What follows belongs to an exercise in optimizing a design on an open flow for small area, a short achievable clock period and few clock cycles per item; a production flow would make more cautious choices. Only simulation tests tie the RTL to the original design; equivalence was not proved. No activity file was given, so power comes from the tool's default toggle rates.

## flow/design.v (module list and top-level ports; edited modules follow where they fit)
// module pp_sel3: 5 lines
// module full_adder_module: 6 lines
// module ao21_cell: 5 lines
// module xor_cell: 5 lines
// module conv_top: 3587 lines
module conv_top(clk, rst, start, image, filter, ready, result);
  // ...
==> flow/flow/run.sh <==
#!/bin/bash
# Own flow: the standard layout (standard.sh), except that the port
# buffers use sky130_fd_sc_hd__buf_2 instead of the resizer's default delay
# buffer. Every input and output port still gets its own buffer.
set -euo pipefail
export BUFFER_PORTS_ARGS="-buffer_cell sky130_fd_sc_hd__buf_2"
bash standard.sh > standard.log 2>&1
==> flow/standard.sh <==
#!/bin/bash
# synth_recipe.tcl (not shown) runs the flow's synth.tcl, then flattens the netlist and writes it again
# the make line also repeats each setting of config.mk as NAME=value (left out here)
make -C /OpenROAD-flow-scripts/flow DESIGN_CONFIG=/design/flow/config.mk WORK_HOME=/design/flow/orfs CLKGATE_MAP_FILE= SYNTH_SCRIPT=/design/flow/synth_recipe.tcl "${@:-finish}"
==> flow/config.mk <==
export PLATFORM = sky130hd
export DESIGN_NAME = conv_top
export DESIGN_NICKNAME = conv_top
export VERILOG_FILES = /design/flow/design.v
export SDC_FILE = /design/flow/constraint.sdc
export NUM_CORES = 4
export LEC_CHECK = 0
export CAP_MARGIN = 20
export CELL_PAD_IN_SITES_GLOBAL_PLACEMENT = 1
export CORE_MARGIN = 2
export CORE_UTILIZATION = 35
export GPL_TIMING_DRIVEN = 1
export PLACE_DENSITY = 0.5
export SETUP_SLACK_MARGIN = 2.0
export SLEW_MARGIN = 20
export SYNTH_HIERARCHICAL = 1
==> flow/constraint.sdc <==
create_clock -name core_clock -period 7.0 [get_ports {clk}]
set_input_delay 1.4000 -clock core_clock [delete_from_list [all_inputs] [get_ports {clk}]]
set_output_delay 1.4000 -clock core_clock [all_outputs]
set_load 0.01 [all_outputs]
==> impl_results.md, run 1 <==
- Status: timing/DRC/antenna clean
- Synth async-reset ratio: 0%
- Antenna violations before repair: 8
- Multi-input combinational area share: 74.03%
- NetSw: 5863 uW
- Critical path arrival: 5350 ps
- Core Box Area: 68830 um^2
- Final ANT Viol Nets: 0
- Post-route setup slack: 1859 ps
- CTS resizes: 25
- Max reg flops: 112
- Layer with the highest usage: met2
- EDFF count, synth: 112
- Most frequent cells in the layout: a222oi_1 (576), fa_1 (423), xor2_1 (355), buf_2 (214), nand2_1 (144)
- Post-CTS setup repair buffer count: 0
- Initial Utilization: 35.43%
- Layout fillers: 6765
- Routability congestion estimate: 1.017
- Non-filler cells, final: 3344
- CP Capture Point: st_q[50]
- Total number of sequential cells: 112
- Slowest cell on crit path: xor2_1
- Crit. Startpoint: filter[20]
- Slew @ Worst Pin: 1349 ps
- Uppermost routed layer: met5
- Post-Layout Inst Area: 28140 um^2
Testbench counts, summed over its fixed seeds: cycles 1,024, items 1,024.
==> run 2: changes to the inputs <==
--- a/flow/config.mk
+++ b/flow/config.mk
@@ -12,5 +12,5 @@
 export GPL_TIMING_DRIVEN = 1
 export PLACE_DENSITY = 0.5
-export SETUP_SLACK_MARGIN = 2.0
+export SETUP_SLACK_MARGIN = 2.25
 export SLEW_MARGIN = 20
 export SYNTH_HIERARCHICAL = 1
==> impl_results.md, run 2 <==
- Status: timing/DRC/antenna clean
- Hold_buf cts: 0
- Layout fillers: 6679 (-1.3%)
- I/O Pins: 236
- Yosys Warn Count: 7
- Hold Crit Class: in -> reg
- Antenna violations before repair: 3 (-5)
- Layout cell share with drive strength beyond 1: 23.44%
- Chip width: 267.9 um
- Synth async-reset ratio: 0% (unchanged)
- Worst Path Max Fanout: 19
- Core Box Area: 68830 um^2 (unchanged)
- Fin crit share: 69.49%
- Final ANT Viol Nets: 0 (unchanged)
- Setup Total Neg Slack: 0 ps
- Starting DRT DRC Count: 8093
- Final Setup Violations: 0
- VDD IR-drop max: 0.5652 mV
- Cell mode on critical path: fa_1
- Row count: 96
- Leakage power: 0.01047 uW
- Yosys top cell area share: 35.14%
- Final Hold Fails: 0
- NetSw: 5909 uW (+0.78%)
- Syn nets: 2708
- Avg Cell Area, Syn: 11.81 um^2
- Total track usage: 40.65%
- Sequential fraction of design power: 13.8%
- Die height: 267.9 um
- Post-Layout Inst Area: 29630 um^2 (+5.3%)
- Via/cell ratio: 7.503
- CP Class: in -> reg
- RSZ-0062 raised after global routing: yes
- Root buf cell: clkbuf_16
- Cell Pwr Density: 386.2 nW/um^2
- Most flop-heavy register: st_q
- First-pass GRT wire length: 198300 um
- Clk pin slew, worst setup/hold paths: 90 ps
- WP data required: 7140 ps
- Router iterations before antenna repair: 17
- Post-synth top cells: a222oi_1 (576), fa_1 (428), xor2_1 (373)
- Worst Setup End Kind: register
- PortBufs: 234
- Register area share after synthesis: 13.79%
- CTS max path bufs: 2
- Synth Instances: 2065
- Total number of vias: 25390
- Vias in the first global route: 24360
- Post-DP HPWL: 112700 um
- Area delta synth->final: 21.52%
- Max-cap violations: 0
- Max reg flops: 112 (unchanged)
- Commonest non-fill, non-tap cell in the layout: a222oi_1
- Top cells by area, synth: fa_1 (35%), a222oi_1 (24%), edfxtp_1 (14%), xor2_1 (13%), and2_1 (3.5%)
- Largest net degree at the start of global routing: 63
- Max frequency: 205.6 MHz
- Die ar.: 71790 um^2
- # H-tree levels: 3
- Layout Nets: 3091
- Wirelength per Cell: 44.93 um
- ANT cells: 0
- Ys flop type: edfxtp_1
- Post-synthesis sequential element count: 112
- Initial Utilization: 35.43% (unchanged)
- Most numerous cell in the Yosys netlist: a222oi_1
- Comb pwr share: 81.1%
- Slew @ Worst Pin: 1173 ps (-176.0 ps)
- DRC viols: 0
- Most frequent cells in the layout: a222oi_1 (576), fa_1 (375), xor2_1 (327), buf_2 (192), buf_4 (162)
- Int Pwr: 5533 uW
- Sw Ratio: 51.64%
- CTS tree: done
- Total wire length: 152100 um
- Slew headroom: 21.62%
- Final worst path period need: 4864 ps
- Routability congestion estimate: 0.9994 (-1.7%)
- Number of distinct library cells after synthesis: 16
- Grt total ovfl: 0
- Worst stage delay on the critical path: 930 ps
- Crit. Startpoint: image[40]
- Sink Count: 112
- Biggest regs: st_q x112
- Synth area leader: fa_1
- Num CTS Buffers: 9
- CP Capture Point: st_q[87]
- Clock power frac: 5.1%
- EDFF count, synth: 112 (unchanged)
- Synthesized area: 24380 um^2
- Slowest cell on crit path: and2_1
- Placement Cell Area: 27620 um^2
- Critical path arrival: 5010 ps (-340 ps)
- Startpoint types: primary input
- Final Max Tran Viols: 0
- CP cell instances: buf_2 -> and2_1 -> a222oi_1 -> fa_1 -> fa_1 -> fa_1 -> fa_1
run 2: cell count changes in the layout (fill, tap and decap cells not counted), sizes merged:
cell	previous run	this run
diode	1	0
buf	370	403
inv	27	26
bufinv	0	1
clkbuf	17	25
run 2: worst min-delay path by stage:
stage	cells after the start	to	startpoint
after floorplan	2	result[0]	st_q[0]
after global placement	2	result[1]	st_q[1]
after detailed placement	2	result[9]	st_q[29]
after CTS	3	st_q[57]	rst
after global routing	3	st_q[57]	rst
final	3	st_q[57]	rst
run 2: layout make-up:
type                            count  area, um^2  share of cell area, %
Clock buffer                        9       225.2                 0.7601
Inverter                           24       90.09                 0.3040
Timing Repair Buffer              419        3337                  11.26
Clock inverter                      7       80.08                 0.2703
Multi-Input combinational cell   1882       21370                  72.12
Sequential cell                   112        3363                  11.35
Tap cell                          931        1165                  3.931
run 2: kinds of logic (layout without fill, tap and decap cells):
| logic type | after synthesis | count (layout) | synth area share (%) |
|---|---|---|---|
| adders and majority gates | 440 | 440 | 35.76 |
| and+or+nand+nor | 417 | 417 | 9.386 |
| DFF | 112 | 112 | 13.79 |
| AOI/OAI and AO/OA | 639 | 639 | 25.59 |
| buffers and inverters | 71 | 459 | 1.632 |
| other | 1 | 1 | 0.01538 |
| xor gates and xnor gates | 385 | 385 | 13.83 |
run 2: what timing repair did:
item | 4_1_cts | 5_1_grt
resized for setup | 126 | 134
hold endpoints to repair | 0 | 0
gates cloned | 0 | 9
setup endpoints to repair | 105 | 56
setup buffers | 7 | 31
pin swaps | 22 | 95
run 2: layer usage:
layer | share of wire, % | up-vias | GRT usage (%)
met2 | 41 | 2569 | 59.69
met5 | 0.084 | - | 0.5405
met1 | 38 | 12960 | 54.63
met4 | 5.8 | 4 | 16.64
met3 | 15 | 470 | 13.98
li1 | - | 9390 | -
run 2: power groups by stage:
stage          Clock, uW  Sequential (uW)  Combinational, uW
3_3_place_gp           0             1590               8770
5_1_grt              618             1610               9890
4_1_cts              600             1580               8950
2_1_floorplan          0             1540               5770
3_5_place_dp           0             1600               8850
6_report             585             1580               9280
run 2: critical path: cells and delay by family:
kind / cells / cell delay [ps]
AO/OA/AOI/OAI: 1 / 410
adder cells (fa/ha/maj): 4 / 1990
buffers and inverters: 1 / 270
AND/OR/NAND/NOR: 1 / 930
run 2: stage by stage:
| stage | instances | util [%] | hold WS [ps] | setup slack (ps) | total power, uW |
|---|---|---|---|---|---|
| floorplan | 2065 | - | 1854 | 2242 | 7307 |
| global placement | 3321 | 40.13 | 1855 | 1153 | 10360 |
| detailed placement | 3321 | 40.13 | 1857 | 1128 | 10450 |
| CTS | 3344 | 41.40 | 1729 | 2184 | 11130 |
| global route | 3384 | 43.05 | 1751 | 2143 | 12120 |
| finish | 3384 | 43.05 | 1720 | 2136 | 11440 |
run 2: modules after synthesis, one instance, submodules excluded:
module	flip-flops and latches	copies in the design
conv_top	112	1
full_adder_module	0	428
pp_sel3	0	576
xor_cell	0	373
ao21_cell	0	63
==> run 3: changes to the inputs <==
--- a/flow/config.mk
+++ b/flow/config.mk
@@ -12,5 +12,5 @@
 export GPL_TIMING_DRIVEN = 1
 export PLACE_DENSITY = 0.5
-export SETUP_SLACK_MARGIN = 2.25
+export SETUP_SLACK_MARGIN = 2.5
 export SLEW_MARGIN = 20
 export SYNTH_HIERARCHICAL = 1
==> impl_results.md, run 3 <==
- Status: timing/DRC/antenna clean
- CP Class: in -> reg
- CP cell instances: buf_8 -> and2_4 -> a21o_4 -> a21o_1 -> a21o_1 -> xor2_4 -> a222oi_1 -> fa_2 -> fa_2 -> fa_2
- Leakage power: 0.01106 uW (+5.7%)
- VDD IR-drop max: 0.6227 mV (+10%)
- Comb pwr share: 82.1% (+1.0 points)
- Final worst path period need: 4880 ps (+16.09 ps)
- Pre-CTS setup slack: 1204 ps (+75.74 ps)
- Worst Path Buf+Inv: 1 (unchanged)
- NetSw: 6234 uW (+5.5%)
- CTS max path bufs: 2 (unchanged)
- Grt total ovfl: 0 (unchanged)
- Worst stage delay on the critical path: 830 ps (-100 ps)
- Hold_buf cts: 0 (unchanged)
- Register area share after synthesis: 13.79% (unchanged)
- Max-cap violations: 0 (unchanged)
- Largest net degree at the start of global routing: 62 (-1.6%)
- Router iterations before antenna repair: 20 (+3)
- WP data required: 7150 ps (about the same)
- Synth area leader: fa_1
- Avg Cell Area, Syn: 11.81 um^2 (unchanged)
- Num CTS Buffers: 9 (unchanged)
- Wirelength per Cell: 45.98 um (+2.3%)
- EDFF count, synth: 112 (unchanged)
- Via/cell ratio: 7.534 (+0.41%)
- Total track usage: 43.11% (+2.5 points)
- Sw Ratio: 50.62% (-1.0 points)
- Die ar.: 71790 um^2 (unchanged)
- Max frequency: 204.9 MHz (-0.33%)
- Worst Setup End Kind: register
- Core Box Area: 68830 um^2 (unchanged)
- Total number of vias: 25950 (+2.2%)
- Final Hold Fails: 0 (unchanged)
- Top cells by area, synth: fa_1 (35%), a222oi_1 (24%), edfxtp_1 (14%), xor2_1 (13%), and2_1 (3.5%)
- Layout Nets: 3149 (+1.9%)
- Commonest non-fill, non-tap cell in the layout: a222oi_1
- Final ANT Viol Nets: 0 (unchanged)
- Routability congestion estimate: 1.024 (+2.4%)
- Max reg flops: 112 (unchanged)
- # H-tree levels: 3 (unchanged)
- First-pass GRT wire length: 210200 um (+6.0%)
- Setup Total Neg Slack: 0 ps (unchanged)
- Post-synthesis sequential element count: 112 (unchanged)
- Synthesized area: 24380 um^2 (unchanged)
- Ys flop type: edfxtp_1
- RSZ-0062 raised after global routing: yes
- Final Max Tran Viols: 0 (unchanged)
- CTS tree: done
- Startpoint types: primary input
- Cell mode on critical path: fa_2
- Post-synth top cells: a222oi_1 (576), fa_1 (428), xor2_1 (373)
- Clk pin slew, worst setup/hold paths: 90 ps (about the same)
- Biggest regs: st_q x112
- Yosys top cell area share: 35.14% (unchanged)
- Worst hold margin: 1346 ps (-374.1 ps)
- Synth Instances: 2065 (unchanged)
- Sink Count: 112 (unchanged)
- Total wire length: 158400 um (+4.1%)
- Starting DRT DRC Count: 7579 (-6.4%)
- Cell Pwr Density: 389.7 nW/um^2 (+0.92%)
- Slowest cell on crit path: a222oi_1
- Yosys Warn Count: 7 (unchanged)
- Synth async-reset ratio: 0% (unchanged)
- DRC viols: 0 (unchanged)
- Antenna violations before repair: 8 (+5)
- Kind of cell adding the most delay to the critical path: adder cells
- I/O Pins: 236 (unchanged)
- Clock power frac: 4.9% (-0.2 points)
- Number of distinct library cells after synthesis: 16 (unchanged)
- Most frequent cells in the layout: a222oi_1 (576), xor2_1 (286), fa_1 (230), fa_2 (198), buf_2 (189)
- Die height: 267.9 um (unchanged)
- Sequential fraction of design power: 13.0% (-0.8 points)
- Final Setup Violations: 0 (unchanged)
- Syn nets: 2708 (unchanged)
- Area delta synth->final: 29.60%
- Slew headroom: 18.59% (-3.0 points)
- PortBufs: 234 (unchanged)
- Int Pwr: 6082 uW (+9.9%)
- Root buf cell: clkbuf_16
- Slew @ Worst Pin: 1221 ps (+47.92 ps)
- Most numerous cell in the Yosys netlist: a222oi_1
- Initial Utilization: 35.43% (unchanged)
- Layout cell share with drive strength beyond 1: 34.13% (+11 points)
- Most flop-heavy register: st_q
- Fin crit share: 69.72% (+0.23 points)
- Worst Path Max Fanout: 4 (-15)
- Critical path arrival: 5040 ps (+30 ps)
- Chip width: 267.9 um (unchanged)
- Post-DP HPWL: 116200 um (+3.2%)
- Hold Crit Class: in -> reg
- Vias in the first global route: 25630 (+5.2%)
- Post-route setup slack: 2120 ps (-16.09 ps)
- Row count: 96 (unchanged)
run 3: timing repair:
action,4_1_cts,5_1_grt
pin swaps,194,146
setup buffers,85,10
setup endpoints to repair,112,92
cloned,8,2
gates resized for setup,375,97
run 3: worst paths after layout:
check / start / endpoint / slack (ps) / cells after the start
worst min-delay path: rst / st_q[61] / 1350 / 2
worst max-delay path: filter[56] / st_q[20] / 2120 / 10
run 3: final cells by class:
cell class / instances / area, um^2
fillers: 6449 / 37230
inverters: 24 / 90.09
multi-input cells: 1882 / 22480
flip-flops and latches: 112 / 3363
repair buffers: 477 / 4192
clock buffers: 9 / 225.2
clock inverters: 7 / 80.08
diodes: 2 / 5.005
well taps: 931 / 1165
run 3: routing by layer:
layer	vias to the layer above	GRT usage (%)	part of all wire, %
met1	13250	55.84	37
met2	2618	62.53	41
met3	577	17.25	15
met4	8	20.82	7.2
met5	-	0.4054	0.10
li1	9490	-	-
run 3: kinds of logic after synthesis:
kind of cell,count (synthesis),synth area share (%)
AOI/OAI and AO/OA,639,25.59
xor gates and xnor gates,385,13.83
adders and majority gates,440,35.76
buffers and inverters,71,1.632
DFF,112,13.79
other,1,0.01538
and+or+nand+nor,417,9.386
run 3: Yosys stat by module, one instance, submodules excluded:
module / copies in the design / cells
ao21_cell: 63 / 1
conv_top: 1 / 625
full_adder_module: 428 / 1
pp_sel3: 576 / 1
xor_cell: 373 / 1
run 3: power groups by stage:
stage	clock network [uW]	logic, uW	registers [uW]
floorplan	0	5870	1540
global placement	0	8870	1610
detailed placement	0	8960	1610
CTS	611	9690	1600
global route	632	10800	1630
finish	599	10100	1600
run 3: per-stage QoR:
step | util (%) | power [uW] | cell area (um^2) | instances
2_1_floorplan | - | 7406 | 24980 | 2065
3_3_place_gp | 40.62 | 10480 | 27950 | 3320
3_5_place_dp | 40.62 | 10580 | 27960 | 3321
4_1_cts | 44.99 | 11910 | 30960 | 3430
5_1_grt | 45.91 | 13070 | 31600 | 3442
6_report | 45.91 | 12320 | 31600 | 3444

==> separate check: timing with driven ports <==
In the flow no input, the clock included, has a driving cell. The finished layouts below were timed again as built, in two steps.
Step 1 sets driving cells, clkbuf_16 on the clock port and buf_2 on the other inputs (assumed; they add their load-dependent delay and slew).
Step 2 adds t to the input delays and takes it off the output delays; t is the mean of the earliest and latest rising clock arrival at the registers after step 1. Input paths then give back, and output paths get back, about the clock's delay inside the block.
a / b / c = ideal / step 1 / step 2; a / b = the first two.
run | shift t [ns] | setup WS [ns] | latest minus earliest clock arrival (ns) | worst register clock-pin slew, ns
run 1 | 0.466 | 1.859 / 1.895 / 1.430 | 0.013 / 0.013 | 0.09 / 0.09
run 2 | 0.467 | 2.136 / 2.110 / 1.643 | 0.020 / 0.020 | 0.10 / 0.10
run 3 | 0.467 | 2.120 / 2.106 / 1.640 | 0.014 / 0.015 | 0.09 / 0.09
After both steps every run listed still meets setup and hold. For run 2, which loses most, drivers alone change the setup slack by -0.026 ns; drivers and shift together by -0.493 ns.
